This is an optimization exercise on Yosys and OpenROAD, whose aim is small area, not a production implementation.
No run shown here included a check of the RTL's function; only the layout flow was run.
No activity file was given, so power comes from the tool's default toggle rates.

## design.v

```verilog
module ANDarray (regDst, ALUSrc, memToReg, regWrite, memRead, memWrite, branch, ALUOp1, ALUOp2, op);
	input[5:0] op;
	output regDst, ALUSrc, memToReg, regWrite, memRead, memWrite, branch, ALUOp1, ALUOp2;
	wire Rformat, lw, sw, beq;
	assign Rformat = (~op[0]) & (~op[1]) & (~op[2]) & (~op[3]) & (~op[4]) & (~op[5]), lw = (op[0]) & (op[1]) & (~op[2]) & (~op[3]) & (~op[4]) & (op[5]), sw = (op[0]) & (op[1]) & (~op[2]) & (op[3]) & (~op[4]) & (op[5]), beq = (~op[0]) & (~op[1]) & (op[2]) & (~op[3]) & (~op[4]) & (~op[5]);
	assign regDst = Rformat;
	assign ALUSrc = lw | sw;
	assign memToReg =  lw;
	assign regWrite = Rformat | lw;
	assign memRead = lw;
	assign memWrite = sw;
	assign branch = beq;
	assign ALUOp1 = Rformat;
	assign ALUOp2 = beq;
endmodule
module ALUControl(operation, ALUOp, ff);
	input[1:0] ALUOp;
	input [5:0] ff;
	output [2:0] operation;
	wire w0, w1, w2, w3;
	assign w0 = ff[0] | ff[3];
	assign operation[0] = ALUOp[1] & w0;
	assign w1 = ~ff[2];
	assign w2 = ~ALUOp[1];
	assign operation[1] = w2 | w1;
	assign w3 = ff[1] & ALUOp[1];
	assign operation[2] = w3 | ALUOp[0];
endmodule
module ALU32Bit(zero, carryOut, result, a, b, op);
	input [31:0] a, b;
	input [2:0] op;
	output reg [31:0] result;
	output zero, carryOut;
	reg carryOut;
	assign zero = (result == 0) ? 1 : 0;
	always @(a or b or op)
	begin
		carryOut = 1'b0;
		case(op)
			0: result = a & b;
			1: result = a | b;
			2: {carryOut, result[31:0]} = a + b;
			6: {carryOut, result[31:0]} = a - b;
			7: result = a < b ? 1 : 0;
			default: result = 0;
		endcase
	end
endmodule
module ALUUnit(clock, ALUOp, funct, a, b, result, zero, carryOut);
	input clock;
	input [1:0] ALUOp;
	input [5:0] funct;
	input [31:0] a, b;
	output reg [31:0] result;
	output reg zero, carryOut;
	reg [1:0] aluOpQ;
	reg [5:0] functQ;
	reg [31:0] aQ, bQ;
	wire [2:0] operation;
	wire [31:0] aluResult;
	wire aluZero, aluCarry;
	ALUControl ctl(operation, aluOpQ, functQ);
	ALU32Bit alu(aluZero, aluCarry, aluResult, aQ, bQ, operation);
	always @(posedge clock)
	begin
		aluOpQ <= ALUOp;
		functQ <= funct;
		aQ <= a;
		bQ <= b;
		result <= aluResult;
		zero <= aluZero;
		if (operation == 3'd2 || operation == 3'd6)
			carryOut <= aluCarry;
	end
endmodule
```

## constraint.sdc

```tcl
create_clock -name core_clock -period 5.0 [get_ports {clock}]
set_input_delay 1.0000 -clock core_clock [delete_from_list [all_inputs] [get_ports {clock}]]
set_output_delay 1.0000 -clock core_clock [all_outputs]
set_load 0.01 [all_outputs]
```

## config.mk

```make
export PLATFORM = sky130hd
export DESIGN_NAME = ALUUnit
export DESIGN_NICKNAME = ALUUnit
export VERILOG_FILES = /design/flow/design.v
export SDC_FILE = /design/flow/constraint.sdc
export NUM_CORES = 4
export LEC_CHECK = 0
export CAP_MARGIN = 20
export CORE_MARGIN = 2
export CORE_UTILIZATION = 40
export SLEW_MARGIN = 20
```

## run.sh

```bash
#!/bin/bash
# synth_recipe.tcl (not shown) runs the flow's synth.tcl, then flattens the netlist and writes it again
# the make line also repeats each setting of config.mk as NAME=value (left out here)
make -C /OpenROAD-flow-scripts/flow DESIGN_CONFIG=/design/flow/config.mk WORK_HOME=/design/flow/orfs CLKGATE_MAP_FILE= SYNTH_SCRIPT=/design/flow/synth_recipe.tcl finish
```

==> summary.txt, run 1 <==
Status
  • Status: finished clean

Die
  • Die ar.: between 0.015 and 0.02 mm²
  • Core ar.: 0.01790 mm²
  • Die Height: about 140 µm
  • Die Width: ~140 µm
  • Initial Utilization: 40.52%
  • # rows: between 40 and 50
  • IO Pins: between 100 and 150

Setup path
  • Crit-path max FO: 11
  • R2R Setup Slk: slightly above 0.7 ns
  • Critical path endpoint category: register
  • WP data arrival: between 4 and 5 ns
  • Worst Setup Start Kind: register
  • WP data required: 5.29 ns
  • Setup CP Type: reg -> reg

Timing
  • Final Setup Violations: 0
  • Fmax achieved: between 200 and 250 MHz
  • Actual slew at the worst max-slew pin: between 0.8 and 0.9 ns
  • Period utilization: between 80% and 90%
  • Slew headroom: between 30% and 40%
  • Final Skew: ~0.012 ns
  • Setup Total Neg Slack: 0 ns
  • Max-slew violation count: 0
  • Final hold viol count: 0
  • Final worst slack: between 0.7 and 0.8 ns
  • Crit path time final: between 4 and 5 ns
  • RSZ-0062 raised after global routing: false

Global route
  • Largest net degree at the start of global routing: 33
  • First-pass GRT wire length: approximately 34000 µm
  • Initial antenna violation count: 0
  • Vias in the first global route: 6544
  • Gr ovfl total: 0
  • All-layer global routing usage: 21.95%

Routing
  • Vias: 6937
  • WL/cell: approximately 18 µm
  • Routed Antenna Nets: 0
  • Remaining DRCs: 0
  • Drt pass-1 iters: 5
  • Vias/cell: roughly 5.8
  • Total length of routed wires: 21480 µm
  • Initial detailed-routing violation count: 715

Layout
  • Syn-to-layout area delta: 21.42%
  • Fraction of layout cells with a size suffix above 1: a little over 6%
  • Antenna diode count: 0
  • Post-layout nets: between 1000 and 1500

Clock tree
  • H-tree depth: 3
  • CTS resizes: 0
  • Worst-path clk slew: ~0.07 ns
  • Max Buffers Root-to-Sink: 2
  • CTS buffer count: 9
  • Hold-fix buffers, CTS: 0
  • CTS tree: done
  • Setup Fix Bufs, Post-CTS: 0
  • Worst skew pair latency: around 0.36 ns
  • Clock Sinks: 104
  • Clk root buf: clkbuf_16

Power
  • Internal power: 1.672 mW
  • Peak supply drop: ~300 µV
  • Power consumption: 2.486 mW
  • Clock power frac: around 30%
  • P_sw: between 800 and 900 µW
  • PD cells: 282.2 mW/mm²
  • Switch share: between 30% and 40%
  • P_leak: 3.888 nW
  • Comb pwr share: approximately 32%
  • Power share of the sequential group: 38.1%

Yosys
  • Average instance area after synthesis: just over 8 µm²
  • Sequential fraction of the synthesis area: between 20% and 30%
  • Top-count cell post-synth: dfxtp_1
  • Synth area leaders: dfxtp_1 28%, ha_1 17%, a21oi_1 6.1%
  • Synth top cells by count: 103 x dfxtp_1, 100 x ha_1, 90 x inv_1, 88 x a21oi_1, 71 x nor2_1
  • Syn Inst Count: 882
  • Flops & latches, synth: 104
  • Distinct cells, synth: 78
  • Primary FF master, synth: dfxtp_1
  • Top cell type's share of synthesized area: about 28%
  • Yosys top cell by area: dfxtp_1
  • Syn_nets: between 1000 and 1500
  • Async set-reset flop share out of synthesis: 0%
  • Post-synth EDFFs: 1
  • Ys Warns: 2
  • Synth Cell Area: around 0.0073 mm²

Placed design
  • HPWL after detailed placement: roughly 16000 µm
  • Pre-CTS setup slack: 0.8098 ns
  • Count of input and output buffers: about 100
  • GPL Wtd Cong: approximately 0.96

Hold path
  • HP Class: reg -> reg

Job
  • MaxCap Viol Count: 0
-- state kept, by name, summed over array words and instances (netlist names) --
register,flops
aQ,32
bQ,32
result,32
functQ,4
aluOpQ,2
carryOut,1
zero,1
-- cell usage in the layout, fill, tap and decap left out, types with 4 or more instances in the layout --
| cell | instances |
|---|---|
| a2111oi_0 | 6 |
| a31oi_1 | 10 |
| o21bai_1 | 10 |
| inv_1 | 90 |
| nor4_1 | 11 |
| nand4_1 | 4 |
| xnor2_1 | 4 |
| or3_1 | 5 |
| o221a_2 | 9 |
| nor2b_1 | 8 |
| o2111ai_1 | 5 |
| clkbuf_16 | 9 |
| nand2_1 | 50 |
| a221oi_1 | 12 |
| clkdlybuf4s50_1 | 104 |
| or2_2 | 8 |
| dfxtp_1 | 103 |
| a21oi_1 | 88 |
| nand3_1 | 20 |
| o21a_1 | 4 |
| a211o_1 | 10 |
| a21o_1 | 19 |
| buf_4 | 12 |
| a221o_1 | 6 |
| ha_1 | 100 |
| o21ai_0 | 35 |
| or4_1 | 5 |
| and3_1 | 6 |
| o31ai_1 | 10 |
| nor3_1 | 16 |
| a211oi_1 | 13 |
| and2_1 | 4 |
| nor2_1 | 71 |
| nand2b_1 | 10 |
| o211ai_1 | 15 |
| o221ai_1 | 12 |
-- kinds of logic (layout without fill, tap and decap cells) --
| kind of cell | Yosys count | count (layout) | share of synthesized area (%) |
|---|---|---|---|
| buf+inv | 134 | 225 | 7.382 |
| xor+xnor | 4 | 4 | 0.4829 |
| compound gates | 303 | 303 | 29.25 |
| flops | 104 | 104 | 28.84 |
| mux | 3 | 3 | 0.4312 |
| simple gates | 232 | 232 | 15.82 |
| fa+ha+maj | 102 | 102 | 17.80 |
-- path summary, 6_finish.rpt --
kind              from         to  depth (start not counted)
max             aQ[10]       zero                         13
min          aluOpQ[1]  result[0]                          2
max reg2reg     aQ[10]       zero                         13
min reg2reg  aluOpQ[1]  result[0]                          2
-- routing by layer --
metal / global-route usage [%] / routed length [µm] / vias to the layer above
met5: 0 / 0 / -
met4: 6.645 / 404 / 0
met3: 4.351 / 1556 / 33
met2: 33.90 / 9338 / 303
met1: 31.08 / 10180 / 3227
li1: - / - / 3374
-- worst max-delay path, stage by stage, from the launching register on --
cell and delay (ns):
dfxtp_1 0.38, inv_1 0.06, ha_1 0.45, or4_1 0.63, nand2b_1 0.19, a21oi_1 0.18, or4_1 0.40, o221ai_1 0.19
a221o_1 0.41, or4b_1 0.54, nor4b_2 0.31, and4b_1 0.25, nand3_1 0.11, nor3_2 0.12
-- layout make-up --
class | count | area [µm²]
Fill cell | 1748 | 9094
Tap cell | 229 | 286.5
Sequential cell | 104 | 2092
Multi-Input combinational cell | 644 | 4636
Clock inverter | 6 | 75.07
Clock buffer | 10 | 239.0
Inverter | 93 | 349.1
Timing Repair Buffer | 116 | 1131
-- power by group through the flow --
| stage | logic (mW) | registers, mW | clock network, mW |
|---|---|---|---|
| 2_1_floorplan | 0.456 | 0.986 | 0 |
| 3_3_place_gp | 0.781 | 0.967 | 0 |
| 3_5_place_dp | 0.781 | 0.968 | 0 |
| 4_1_cts | 0.786 | 0.949 | 0.753 |
| 5_1_grt | 0.868 | 0.958 | 0.791 |
| 6_report | 0.800 | 0.948 | 0.738 |
-- metrics by stage --
step	util [%]	area (µm²)	hold slack, ns	instances
after floorplan	-	7254	0.5471	882
after global placement	47.45	8494	0.6151	1186
after detailed placement	47.45	8494	0.6063	1186
after CTS	49.20	8808	0.6273	1202
after global routing	49.20	8808	0.6852	1202
final	49.20	8808	0.6369	1202
==> run 2: changes to the inputs <==
==> design.v (replaced) <==
module ALUControl(operation, ALUOp, ff);
	input [1:0] ALUOp;
	input [5:0] ff;
	output [2:0] operation;
	assign operation[0] = ALUOp[1] & (ff[0] | ff[3]);
	assign operation[1] = ~ALUOp[1] | ~ff[2];
	assign operation[2] = (ALUOp[1] & ff[1]) | ALUOp[0];
endmodule
module ALU32Bit(zero, carryOut, result, a, b, op);
	input [31:0] a, b;
	input [2:0] op;
	output [31:0] result;
	output zero, carryOut;
	wire sub = op[2];
	wire [31:0] bx = b ^ {32{sub}};
	wire [31:0] g = a & bx;
	wire [31:0] p = a ^ bx;
	wire G0_0 = g[0] | (p[0] & sub);
	wire G1_1 = g[1] | (p[1] & G0_0);
	wire G2_2 = g[2] | (p[2] & G1_1);
	wire G3_3 = g[3] | (p[3] & G2_2);
	wire G4_4 = g[4] | (p[4] & G3_3);
	wire G5_5 = g[5] | (p[5] & G4_4);
	wire G6_6 = g[6] | (p[6] & G5_5);
	wire G7_7 = g[7] | (p[7] & G6_6);
	wire G8_8 = g[8] | (p[8] & G7_7);
	wire G9_9 = g[9] | (p[9] & G8_8);
	wire G10_10 = g[10] | (p[10] & G9_9);
	wire G11_11 = g[11] | (p[11] & G10_10);
	wire G12_12 = g[12] | (p[12] & G11_11);
	wire G13_13 = g[13] | (p[13] & G12_12);
	wire G14_14 = g[14] | (p[14] & G13_13);
	wire G15_15 = g[15] | (p[15] & G14_14);
	wire G16_16 = g[16] | (p[16] & G15_15);
	wire G17_17 = g[17] | (p[17] & G16_16);
	wire G18_18 = g[18] | (p[18] & G17_17);
	wire G19_19 = g[19] | (p[19] & G18_18);
	wire G20_20 = g[20] | (p[20] & G19_19);
	wire G21_21 = g[21] | (p[21] & G20_20);
	wire G22_22 = g[22] | (p[22] & G21_21);
	wire G23_23 = g[23] | (p[23] & G22_22);
	wire G24_24 = g[24] | (p[24] & G23_23);
	wire G25_25 = g[25] | (p[25] & G24_24);
	wire G26_26 = g[26] | (p[26] & G25_25);
	wire G27_27 = g[27] | (p[27] & G26_26);
	wire G28_28 = g[28] | (p[28] & G27_27);
	wire G29_29 = g[29] | (p[29] & G28_28);
	wire G30_30 = g[30] | (p[30] & G29_29);
	wire G31_31 = g[31] | (p[31] & G30_30);
	wire [32:0] c;
	assign c[0] = sub;
	assign c[1] = G0_0;
	assign c[2] = G1_1;
	assign c[3] = G2_2;
	assign c[4] = G3_3;
	assign c[5] = G4_4;
	assign c[6] = G5_5;
	assign c[7] = G6_6;
	assign c[8] = G7_7;
	assign c[9] = G8_8;
	assign c[10] = G9_9;
	assign c[11] = G10_10;
	assign c[12] = G11_11;
	assign c[13] = G12_12;
	assign c[14] = G13_13;
	assign c[15] = G14_14;
	assign c[16] = G15_15;
	assign c[17] = G16_16;
	assign c[18] = G17_17;
	assign c[19] = G18_18;
	assign c[20] = G19_19;
	assign c[21] = G20_20;
	assign c[22] = G21_21;
	assign c[23] = G22_22;
	assign c[24] = G23_23;
	assign c[25] = G24_24;
	assign c[26] = G25_25;
	assign c[27] = G26_26;
	assign c[28] = G27_27;
	assign c[29] = G28_28;
	assign c[30] = G29_29;
	assign c[31] = G30_30;
	assign c[32] = G31_31;
	wire [31:0] s = p ^ c[31:0];
	wire cout = c[32];
	wire logic_op = ~op[1] & ~op[2];
	wire arith = op[1] & ~op[0];
	wire slt = op[2] & op[1] & op[0];
	assign result = ({32{logic_op}} & (g | ({32{op[0]}} & p)))
		| ({32{arith}} & s)
		| {31'b0, slt & ~cout};
	assign carryOut = arith & (cout ^ sub);
	assign zero = ~|result;
endmodule
module ALUUnit(clock, ALUOp, funct, a, b, result, zero, carryOut);
	input clock;
	input [1:0] ALUOp;
	input [5:0] funct;
	input [31:0] a, b;
	output reg [31:0] result;
	output zero;
	output reg carryOut;
	wire [2:0] operation;
	wire [31:0] aluResult;
	wire aluZero, aluCarry;
	reg [31:0] resultQ;
	reg carryQ;
	ALUControl ctl(operation, ALUOp, funct);
	ALU32Bit alu(aluZero, aluCarry, aluResult, a, b, operation);
	always @(posedge clock)
	begin
		resultQ <= aluResult;
		if (operation == 3'd2 || operation == 3'd6)
			carryQ <= aluCarry;
		result <= resultQ;
		carryOut <= carryQ;
	end
	assign zero = ~|result;
endmodule
==> run 2 against run 1 <==
Maximum frequency shrank 68%. Setup slack lost 9.0 ns. Non-clock buffer count up 27. Hold slack got worse by 0.31 ns. Now fails the layout checks on negative setup slack. Largest power group unchanged. Flip-flop and latch count fell by 38. Combinational power down 29%. Critical endpoint is now carryQ. First-iteration DRC count fell by 94%.
==> summary.txt, run 2 <==
Status
  • Status: complete, but fails checks
  • Violated checks: negative setup slack

Timing
  • Period utilization: 265.7% (+180 points)
  • Actual slew at the worst max-slew pin: 1.030 ns (+0.1310 ns)
  • Max-slew violation count: 0 (unchanged)
  • Crit path time final: 13.29 ns (+9.001 ns)
  • RSZ-0062 raised after global routing: true
  • Final Setup Violations: 24 (+24)
  • Slew headroom: 31.31% (-8.5 points)
  • Fmax achieved: 75.27 MHz (-68%)
  • Final worst slack: -8.286 ns (-9.001 ns)
  • Final hold viol count: 0 (unchanged)
  • Final Skew: 0.01099 ns (-0.0008962 ns)

Hold path
  • Min-Delay Path Depth: 0 (-2)
  • WHS Endpoint: result[11]
  • Min-delay src: resultQ[11]
  • HP Class: reg -> reg

Layout
  • # fillers: 685 (-61%)
  • Syn-to-layout area delta: 51.66%
  • Commonest non-fill, non-tap cell in the layout: clkdlybuf4s50_1
  • Fraction of layout cells with a size suffix above 1: 22.78% (+17 points)
  • Post-layout nets: 570 (-50%)
  • Largest regs: resultQ x32, result x32
  • Antenna diode count: 0 (unchanged)
  • Post-route cell area: 0.005080 mm² (-42%)
  • Commonest cells after routing, fill and taps aside: 97 x clkdlybuf4s50_1, 65 x dfxtp_1, 39 x buf_4

Routing
  • WL/cell: 14.28 µm (-20%)
  • Routed Antenna Nets: 0 (unchanged)
  • Remaining DRCs: 0 (unchanged)
  • Drt pass-1 iters: 4 (-1)
  • Vias: 2586 (-63%)
  • Initial detailed-routing violation count: 43 (-94%)
  • Vias/cell: 4.754 (-18%)
  • Total length of routed wires: 7767 µm (-64%)

Yosys
  • Syn Inst Count: 293 (-67%)
  • Largest family of logic cells by synthesized area: adder cells
  • Post-synthesis adder-cell area fraction: 30.48% (+13 points)
  • Async set-reset flop share out of synthesis: 0% (unchanged)
  • Post-synthesis compound-gate area fraction: 11.24% (-18 points)
  • Xor/xnor share of the synthesized area: 8.891% (+8.4 points)
  • Distinct cells, synth: 25 (-68%)
  • Flops & latches, synth: 66 (-37%)
  • Top-count cell post-synth: dfxtp_1
  • Syn_nets: 429 (-59%)
  • Synth Cell Area: 0.003349 mm² (-54%)
  • Top cell type's share of synthesized area: 38.85% (+10 points)
  • Synth top cells by count: 65 x dfxtp_1, 34 x xnor2_1, 32 x a21oi_1, 32 x ha_1
  • Synth area leaders: dfxtp_1 39%, fa_1 19%, ha_1 12%
  • Post-synth EDFFs: 1 (unchanged)
  • Sequential fraction of the synthesis area: 39.75% (+11 points)
  • Average instance area after synthesis: 11.43 µm² (+39%)
  • Post-Synth Simple-Gate Area: 6.276% (-9.5 points)
  • Ys Warns: 1 (-1)
  • Mux share of post-synthesis cell area: 0.2988% (-0.13 points)
  • Yosys top cell by area: dfxtp_1
  • Primary FF master, synth: dfxtp_1

Placed design
  • Count of input and output buffers: 104 (unchanged)
  • GPL Wtd Cong: 0.8426 (-12%)
  • Placed Area: 0.004823 mm² (-43%)
  • HPWL after detailed placement: 6012 µm (-63%)
  • Pre-CTS setup slack: -9.100 ns (-9.910 ns)

Setup path
  • Worst flop-to-flop path startpoint: carryQ
  • Slowest CP cell: fa_2
  • WP data required: 5.12 ns (-0.17 ns)
  • Max incr delay on CP: 0.41 ns (-0.22 ns)
  • Reg2Reg Depth: 0 (-13)
  • Worst r2r dst: carryOut
  • Worst Setup Start Kind: input port
  • Crit path launch: ALUOp[1]
  • Critical path endpoint category: register
  • Most used cell, CP: fa_2
  • Setup CP Type: in -> reg
  • R2R Setup Slk: 4.52 ns (+3.80 ns)
  • WP data arrival: 13.40 ns (+8.83 ns)
  • Crit-path max FO: 4 (-7)

Die
  • # rows: 33 (-33%)
  • Initial Utilization: 40.97% (+0.45 points)
  • Die Width: 95.51 µm (-31%)
  • Die Height: 95.51 µm (-31%)
  • Die ar.: 0.009121 mm² (-53%)
  • IO Pins: 107 (unchanged)
  • Core ar.: 0.008175 mm² (-54%)

Job
  • MaxCap Viol Count: 0 (unchanged)

Clock tree
  • CTS tree: done
  • CTS buffer count: 9 (unchanged)
  • Clock Sinks: 66 (-37%)
  • Worst skew pair latency: 0.35 ns (about the same)
  • Hold-fix buffers, CTS: 0 (unchanged)
  • Worst-path clk slew: 0.09 ns (+0.02 ns)
  • Max Buffers Root-to-Sink: 2 (unchanged)
  • H-tree depth: 3 (unchanged)
  • Clk root buf: clkbuf_8

Power
  • Peak supply drop: 150.4 µV (-49%)
  • PD cells: 354.1 mW/mm² (+25%)
  • P_leak: 2.008 nW (-48%)

Global route
  • Largest net degree at the start of global routing: 34 (+3.0%)
  • Initial antenna violation count: 0 (unchanged)
  • First-pass GRT wire length: 12740 µm (-63%)
  • All-layer global routing usage: 18.63% (-3.3 points)
  • Gr ovfl total: 0 (unchanged)
  • Vias in the first global route: 2779 (-58%)
run 2: final cells by class:
| cell class | count | area, µm² | area share, % |
|---|---|---|---|
| Multi-Input combinational cell | 211 | 2028 | 39.93 |
| Timing Repair Buffer | 143 | 1334 | 26.26 |
| Sequential cell | 66 | 1331 | 26.21 |
| Clock buffer | 10 | 148.9 | 2.931 |
| Tap cell | 105 | 131.4 | 2.586 |
| Clock inverter | 6 | 95.09 | 1.872 |
| Inverter | 3 | 11.26 | 0.2217 |
run 2: cells by family after synthesis:
logic type      count (synthesis)
xor+xnor                       34
simple gates                   45
fa+ha+maj                      63
compound gates                 68
flops                          66
mux                             1
buf+inv                        16
run 2: critical path: cells and delay by family:
family | cells | cell delay (ns)
fa+ha+maj | 31 | 11.66
compound gates | 1 | 0.20
simple gates | 1 | 0.15
xor+xnor | 1 | 0.13
mux | 1 | 0.11
buf+inv | 1 | 0.10
run 2: worst max path at each step:
stage | cells after the start | end | slack [ns]
after CTS | 36 | carryQ | -8.40
after global placement | 36 | carryQ | -9.01
final | 36 | carryQ | -8.29
after global routing | 36 | carryQ | -8.70
after detailed placement | 36 | carryQ | -9.10
after floorplan | 37 | carryQ | -8.46
run 2: where the power goes:
group / total, mW / internal (mW) / switching [mW]
Combinational: 0.566 / 0.322 / 0.244
Sequential: 0.700 / 0.650 / 0.0496
Clock: 0.533 / 0.315 / 0.218
run 2: repair_timing:
item | in CTS | in global routing
gates cloned | 0 | 0
gates resized for setup | 20 | 6
pin swaps | 5 | 3
endpoints found under the setup margin | 25 | 24
setup buffers | 0 | 0
run 2: through the flow:
stage / instances / hold WS (ns) / utilization (%) / total power, mW / TNS, ns
final: 544 / 0.3273 / 62.14 / 1.799 / -108.92
after global routing: 544 / 0.3321 / 62.14 / 1.927 / -116.10
after CTS: 544 / 0.3290 / 61.91 / 1.817 / -111.11
after detailed placement: 528 / 0.3121 / 59.00 / 1.281 / -128.53
after global placement: 528 / 0.3097 / 59.00 / 1.266 / -127.11
after floorplan: 293 / 0.3096 / - / 0.9808 / -113.35
run 2: layer usage:
layer / share of wire (%) / GRT usage [%] / wire length, µm / vias up
met5: 0 / 0 / 0 / -
met4: 1.6 / 8.571 / 121 / 0
met3: 4.0 / 2.688 / 313 / 8
met2: 49 / 31.87 / 3821 / 71
met1: 45 / 23.22 / 3510 / 1223
li1: - / - / - / 1284

==> static timing again, ports no longer ideal <==
The flow's constraints put no driver on any port. The routed layouts listed below were extracted and timed again, unchanged, in two steps.
Step 1, drivers: a clkbuf_16 drives clock and a buf_2 each remaining input, both assumed.
Step 2 times the ports against the registers' clock, not the clock port: input delays grow and output delays shrink by t, the midpoint of the rising clock arrivals with the driver on.
a / b / c = ideal ports / drivers / drivers and shift; a / b = the first two.
| run | t (ns) | setup slack, ns | worst setup path after step 2 |
|---|---|---|---|
| run 1 | 0.402 | 0.715 / 0.715 / 0.715 | register to register |
| run 2 | 0.371 | -8.286 / -8.287 / -8.658 | input to register |
For run 2, which loses most, drivers alone change the setup slack by -0.001 ns; drivers and shift together by -0.372 ns.
